From an optimization exercise on the open Yosys and OpenROAD flow, aimed at small area; shortcuts taken in it are not production practice.
Only simulation tests tie the RTL to the original design; equivalence was not proved.

--- design.v ---
`timescale 1ns / 1ps
module input_2_fp32 #(
    parameter DATA_WIDTH = 32,
    parameter ASCENDING = 1
) (
    input clk, rst, i_valid,
    input [DATA_WIDTH-1 : 0] x_0, x_1,
    output reg [DATA_WIDTH-1 : 0] y_0, y_1,
    output reg o_valid
);
wire flag_0, flag_1;
wire [7 : 0] exp_0, exp_1;
wire [22 : 0] frac_0, frac_1;
reg result;
wire exp_0_l_exp_1, exp_0_e_exp_1;
wire frac_0_l_frac_1, frac_0_e_frac_1;
assign {flag_0, exp_0, frac_0} = x_0;
assign {flag_1, exp_1, frac_1} = x_1;
assign exp_0_l_exp_1   = exp_0 < exp_1;
assign exp_0_e_exp_1   = exp_0 == exp_1;
assign frac_0_l_frac_1 = frac_0 < frac_1;
assign frac_0_e_frac_1 = frac_0 == frac_1;
always @(*) begin
    if(!exp_0_e_exp_1)
        result = exp_0_l_exp_1 ? 0: 1;
    else if(!frac_0_e_frac_1)
        result = frac_0_l_frac_1 ? 0: 1;
    else
        result = flag_0 & ~flag_1;   
end
always @(posedge clk or negedge rst) begin
    if (!rst) begin
        y_0 <= 0;
        y_1 <= 0;
        o_valid <= 0;
    end
    else begin
        if (ASCENDING) begin
            if (!result) begin
                y_0 <= x_0;
                y_1 <= x_1;
            end
            else begin
                y_0 <= x_1;
                y_1 <= x_0;
            end
        end
        else begin
            if (result) begin
                y_0 <= x_0;
                y_1 <= x_1;
            end
            else begin
                y_0 <= x_1;
                y_1 <= x_0;
            end
        end
        o_valid <= i_valid;
    end
end
endmodule
`timescale 1ns / 1ps
module bitonic_sorting_recursion_submodule #
(
    parameter LOG_INPUT_NUM = 4,  
    parameter DATA_WIDTH = 32,
    parameter ASCENDING = 1
)
(
    input clk, rst, i_valid,
    input [DATA_WIDTH*(2**LOG_INPUT_NUM)-1 : 0] x,
    output [DATA_WIDTH*(2**LOG_INPUT_NUM)-1 : 0] y,
    output o_valid
);
if (LOG_INPUT_NUM > 1) begin
    wire [DATA_WIDTH*(2**LOG_INPUT_NUM)-1 : 0] stage0_rslt;
    wire stage0_valid;
    genvar i;
    for ( i = 0; i < (2**(LOG_INPUT_NUM-1)); i = i + 1) begin: stage0
        input_2_fp32 #
        (
            .DATA_WIDTH(DATA_WIDTH),
            .ASCENDING(ASCENDING)
        )
        input_2_stage0
        (
            .clk(clk),
            .rst(rst),
            .i_valid(i_valid),
            .x_0(x[DATA_WIDTH*(i+1)-1:DATA_WIDTH*i]),
            .x_1(x[DATA_WIDTH*(i+1+(2**(LOG_INPUT_NUM-1)))-1:DATA_WIDTH*(i+(2**(LOG_INPUT_NUM-1)))]),
            .y_0(stage0_rslt[DATA_WIDTH*(i+1)-1:DATA_WIDTH*i]),
            .y_1(stage0_rslt[DATA_WIDTH*(i+1+(2**(LOG_INPUT_NUM-1)))-1:DATA_WIDTH*(i+(2**(LOG_INPUT_NUM-1)))]),
            .o_valid(stage0_valid)
        );
    end
    bitonic_sorting_recursion_submodule #
    (
        .LOG_INPUT_NUM(LOG_INPUT_NUM-1),
        .DATA_WIDTH(DATA_WIDTH),
        .ASCENDING(ASCENDING)
    )
    inst_stage1_0 
    (
        .clk(clk),
        .rst(rst),
        .i_valid(stage0_valid),
        .x(stage0_rslt[DATA_WIDTH*(2**(LOG_INPUT_NUM-1))-1:0]),
        .y(y[DATA_WIDTH*(2**(LOG_INPUT_NUM-1))-1:0]),
        .o_valid(o_valid)
    );
    bitonic_sorting_recursion_submodule #
    (
        .LOG_INPUT_NUM(LOG_INPUT_NUM-1),
        .DATA_WIDTH(DATA_WIDTH),
        .ASCENDING(ASCENDING)
    )
    inst_stage1_1 
    (
        .clk(clk),
        .rst(rst),
        .i_valid(stage0_valid),
        .x(stage0_rslt[DATA_WIDTH*(2**LOG_INPUT_NUM)-1:DATA_WIDTH*(2**(LOG_INPUT_NUM-1))]),
        .y(y[DATA_WIDTH*(2**LOG_INPUT_NUM)-1:DATA_WIDTH*(2**(LOG_INPUT_NUM-1))]),
        .o_valid()
    );
end else if (LOG_INPUT_NUM == 1) begin
    input_2_fp32 #
    (
        .DATA_WIDTH(DATA_WIDTH),
        .ASCENDING(ASCENDING)
    )
    input_2_stage0_1 
    (
        .clk(clk),
        .rst(rst),
        .i_valid(i_valid),
        .x_0(x[DATA_WIDTH-1:0]),
        .x_1(x[DATA_WIDTH*2-1:DATA_WIDTH]),
        .y_0(y[DATA_WIDTH-1:0]),
        .y_1(y[DATA_WIDTH*2-1:DATA_WIDTH]),
        .o_valid(o_valid)
    );
end
endmodule
`timescale 1ns / 1ps
module bitonic_sorting_recursion #
(
    parameter LOG_INPUT_NUM = 4,  
    parameter DATA_WIDTH = 32,
    parameter ASCENDING = 1
)
(
    input clk, rst, i_valid,
    input [DATA_WIDTH*(2**LOG_INPUT_NUM)-1 : 0] x,
    output [DATA_WIDTH*(2**LOG_INPUT_NUM)-1 : 0] y,
    output o_valid
);
if (LOG_INPUT_NUM > 1) begin
    wire [DATA_WIDTH*(2**LOG_INPUT_NUM)-1 : 0] stage0_rslt;
    wire stage0_valid;
    bitonic_sorting_recursion #
    (
        .LOG_INPUT_NUM(LOG_INPUT_NUM-1),
        .DATA_WIDTH(DATA_WIDTH),
        .ASCENDING(ASCENDING)
    )
    inst_stage0_0 
    (
        .clk(clk),
        .rst(rst),
        .i_valid(i_valid),
        .x(x[DATA_WIDTH*(2**(LOG_INPUT_NUM-1))-1:0]),
        .y(stage0_rslt[DATA_WIDTH*(2**(LOG_INPUT_NUM-1))-1:0]),  
        .o_valid(stage0_valid)
    );
    bitonic_sorting_recursion #
    (
        .LOG_INPUT_NUM(LOG_INPUT_NUM-1),
        .DATA_WIDTH(DATA_WIDTH),
        .ASCENDING(1-ASCENDING)
    )
    inst_stage0_1 
    (
        .clk(clk),
        .rst(rst),
        .i_valid(i_valid),
        .x(x[DATA_WIDTH*(2**LOG_INPUT_NUM)-1:DATA_WIDTH*(2**(LOG_INPUT_NUM-1))]),
        .y(stage0_rslt[DATA_WIDTH*(2**LOG_INPUT_NUM)-1:DATA_WIDTH*(2**(LOG_INPUT_NUM-1))]),  
        .o_valid()
    );
    bitonic_sorting_recursion_submodule #
    (
        .LOG_INPUT_NUM(LOG_INPUT_NUM),
        .DATA_WIDTH(DATA_WIDTH),
        .ASCENDING(ASCENDING)
    )
    inst_stage1 
    (
        .clk(clk),
        .rst(rst),
        .i_valid(stage0_valid),
        .x(stage0_rslt),
        .y(y),
        .o_valid(o_valid)
    );
end else if (LOG_INPUT_NUM == 1) begin
    input_2_fp32 #   
    (
        .DATA_WIDTH(DATA_WIDTH),
        .ASCENDING(ASCENDING)
    )
    input_2_stage0_1 
    (
        .clk(clk),
        .rst(rst),
        .i_valid(i_valid),
        .x_0(x[DATA_WIDTH-1:0]),
        .x_1(x[DATA_WIDTH*2-1:DATA_WIDTH]),
        .y_0(y[DATA_WIDTH-1:0]),
        .y_1(y[DATA_WIDTH*2-1:DATA_WIDTH]),
        .o_valid(o_valid)
    );
end
endmodule
`timescale 1ns / 1ps
module sort16_top (
    input          clk,
    input          rst,
    input          i_valid,
    input  [511:0] x,
    output [511:0] y,
    output         o_valid
);
bitonic_sorting_recursion #
(
    .LOG_INPUT_NUM(4),
    .DATA_WIDTH(32),
    .ASCENDING(1)
)
sorter
(
    .clk(clk),
    .rst(rst),
    .i_valid(i_valid),
    .x(x),
    .y(y),
    .o_valid(o_valid)
);
endmodule
--- run.sh ---
#!/bin/bash
# synth_recipe.tcl (not shown) runs the flow's synth.tcl, then flattens the netlist and writes it again
# the make line also repeats each setting of config.mk as NAME=value (left out here)
make -C /OpenROAD-flow-scripts/flow DESIGN_CONFIG=/design/flow/config.mk WORK_HOME=/design/flow/orfs CLKGATE_MAP_FILE= SYNTH_SCRIPT=/design/flow/synth_recipe.tcl finish
--- config.mk ---
export PLATFORM = sky130hd
export DESIGN_NAME = sort16_top
export DESIGN_NICKNAME = sort16_top
export VERILOG_FILES = /design/flow/design.v
export SDC_FILE = /design/flow/constraint.sdc
export NUM_CORES = 8
export LEC_CHECK = 0
export CAP_MARGIN = 20
export CORE_MARGIN = 2
export CORE_UTILIZATION = 45
export SLEW_MARGIN = 20
--- constraint.sdc ---
create_clock -name core_clock -period 5.0 [get_ports {clk}]
set_input_delay 1.0000 -clock core_clock [delete_from_list [all_inputs] [get_ports {clk}]]
set_output_delay 1.0000 -clock core_clock [all_outputs]
set_load 0.01 [all_outputs]
==> notes.md <==
-- cell families after synthesis --
logic type | after synthesis | synth area share
compound gates | 3471 | 0.0940
fa+ha+maj | 2480 | 0.118
buf+inv | 3442 | 0.0500
flops | 5130 | 0.490
mux | 3843 | 0.167
simple gates | 4367 | 0.0803
-- metrics by stage --
step           hold slack, ns  utilization
2_1_floorplan           0.331            -
3_3_place_gp            0.334        0.488
3_5_place_dp            0.335        0.488
4_1_cts                 0.265        0.522
5_1_grt                 0.302        0.523
6_report                0.325        0.523
-- layer usage --
layer | up-vias | GRT usage | share of wire
met4 | 48 | 0.188 | 0.069
met5 | - | 0 | 0.00031
li1 | 82800 | - | -
met2 | 6981 | 0.486 | 0.44
met1 | 94500 | 0.441 | 0.43
met3 | 1853 | 0.0580 | 0.068
-- path summary, 6_finish.rpt --
kind,startpoint,endpoint,cells after the start
worst min register to register,flip-flop,flip-flop,0
worst max register to register,flip-flop,flip-flop,10
max in group asynchronous,rst,asynchronous set/reset pin,6
worst max-delay path,flip-flop,flip-flop,10
min in group asynchronous,rst,asynchronous set/reset pin,3
worst min-delay path,i_valid,flip-flop,1
-- worst max-delay path, stage by stage, from the launching register on --
cell and delay [ns]:
dfrtp_1 0.45, ha_1 0.33, nand4_1 0.19, nor4_1 0.67
nand2_1 0.24, a2111oi_0 0.49, buf_4 0.23, o21ai_0 0.14
o21ai_4 0.43, buf_12 0.30, mux2_2 0.40
-- cell type report --
type | count | area [um2]
well taps | 7755 | 9700
fillers | 50100 | 277000
clock inverters | 245 | 3440
diodes | 216 | 541
repair buffers | 1358 | 13700
flip-flops and latches | 5130 | 128000
multi-input cells | 14200 | 122000
inverters | 2591 | 9730
clock buffers | 777 | 16300
-- cell usage in the layout (no fill, tap or decap), types with 154 or more instances in the layout --
| cell type | count |
|---|---|
| a21o_1 | 238 |
| a21oi_1 | 959 |
| a221o_1 | 720 |
| and2_1 | 383 |
| buf_4 | 257 |
| clkbuf_16 | 582 |
| clkdlybuf4s50_1 | 1026 |
| dfrtp_1 | 5130 |
| diode_2 | 216 |
| ha_1 | 2480 |
| inv_1 | 2591 |
| mux2_2 | 3720 |
| nand2_1 | 1907 |
| nand3_1 | 185 |
| nand4_1 | 565 |
| nor2_1 | 448 |
| nor2b_1 | 154 |
| nor3_1 | 246 |
| o211ai_1 | 591 |
| o21ai_0 | 430 |
-- synthesized netlist by cell type, types with 81 or more instances --
cell      instances  area, um2
o21ai_0         431       2160
nand2b_1        124        776
ha_1           2480      31000
nor2_1          470       1760
nand4_1         565       3530
clkbuf_1        759       2850
and3_1           81        507
nor3_1          253       1270
a211oi_1        102        766
o211ai_1        591       4440
nand2_1        1908       7160
a21o_1          238       1790
nand3_1         187        936
dfrtp_1        5130     128000
nor2b_1         154        963
mux2_2         3720      41900
inv_1          2591       9730
and2_1          383       2400
a221o_1         720       7210
mux2_4          120       1800
a21oi_1         985       4930
==> impl_metrics.json <==
{
  "syn2layout_area_growth_pct": 15.9,
  "tns_ns": 0,
  "skew_ns": 0.0572,
  "h-tree-depth": 6,
  "ant_nets": 0,
  "maxSlewViolCount": 0,
  "globalplace.congestion": 1.07,
  "fin_ws_ns": 0.951,
  "dieWidth_um": 767,
  "routed_wl_um": 972000,
  "critPathMaxFanout": 36,
  "synth_top_flop_cell": "dfrtp_1",
  "die_h_um": 767,
  "post_cts_resized": 0,
  "synth_warnings": 8,
  "syn_avg_cell_area_um2": 11.5,
  "vias": 186000,
  "synth_seq_cells": 5130,
  "numPlacedInstances": 31000,
  "status": "timing/DRC/antenna clean",
  "hold_class": "in -> reg",
  "grt_pass1_vias": 179000,
  "cp-end-kind": "flip-flop",
  "fin_crit_sh": 0.810,
  "ioPinCount": 1028,
  "period_needed_ns": 4.05,
  "antenna_found_initial": 193,
  "clk_latency_ns": 1.15,
  "hpwl_um": 792000,
  "clock_path_buffers": 4,
  "cts_sinks": 5130,
  "synth_fp_nets": 25700,
  "synth.lib_cells_used.distinct": 67,
  "num_rows": 280,
  "drc": 0,
  "dp_slack_ns": 0.706,
  "fin_cells": 32200,
  "final_area_um2": 304000,
  "ctsHoldBuffers": 1,
  "die_area_um2": 588000,
  "fmax_ghz": 0.247,
  "r2r_slack_ns": 0.95,
  "yosysSeqAreaShare": 0.490,
  "dpl_cell_area_um2": 283000,
  "rsz0062_at_grt": "false",
  "synthesis.area_um2": 262000,
  "setup_viol": 0,
  "grt_pass1_wl_um": 1360000,
  "tightest_slew_ns": 1.27,
  "core_um2": 581000,
  "start_util": 0.451,
  "vias_per_cell": 5.78,
  "drt_iter0_markers": 17200,
  "cts.root.buffer_cell": "clkbuf_16",
  "startpoint_type": "flip-flop",
  "nets": 26800,
  "grt_max_degree": 191,
  "worst_ep_arrival_time_ns": 5.05,
  "cts_post_setup_buffers_inserted": 0,
  "drtPass1Iterations": 9,
  "post_drt_wl_per_cell_um": 30.1,
  "drv_cap": 0,
  "cts_tree": "yes",
  "syn_inst": 22700,
  "track_usage": 0.324,
  "crit_type": "reg -> reg",
  "cts.clk_slew.worst_paths_ns": 0.06,
  "grt-ovfl-total": 0,
  "synth_edf_count": 0,
  "drive_above_1_share": 0.218,
  "cts_buffers": 571,
  "portBuffers": 1027,
  "async_flop_share": 1.00,
  "relSlewSlack": 0.150,
  "final_hold_viol_count": 0,
  "crit_required_ns": 6.00
}

[port drivers added, routing unchanged]
The results above use ideal ports. As a check the final layout listed here was re-extracted and re-timed, cells and wires unchanged. Step 1, drivers: a clkbuf_16 drives clk and a buf_2 each remaining input, both assumed. Step 2 times the ports against the registers' clock, not the clock port: input delays grow and output delays shrink by t, the midpoint of the rising clock arrivals with the driver on. Three values: ideal ports, drivers, drivers and shift; two values: the first two.
t (ns): 1.262
slack for setup (ns): 0.951 / 0.951 / 0.581
hold WS [ns]: 0.325 / 0.206 / 0.340
After both steps this run still meets setup and hold. For this run, drivers alone change the setup slack by 0.000 ns; drivers and shift together by -0.370 ns.
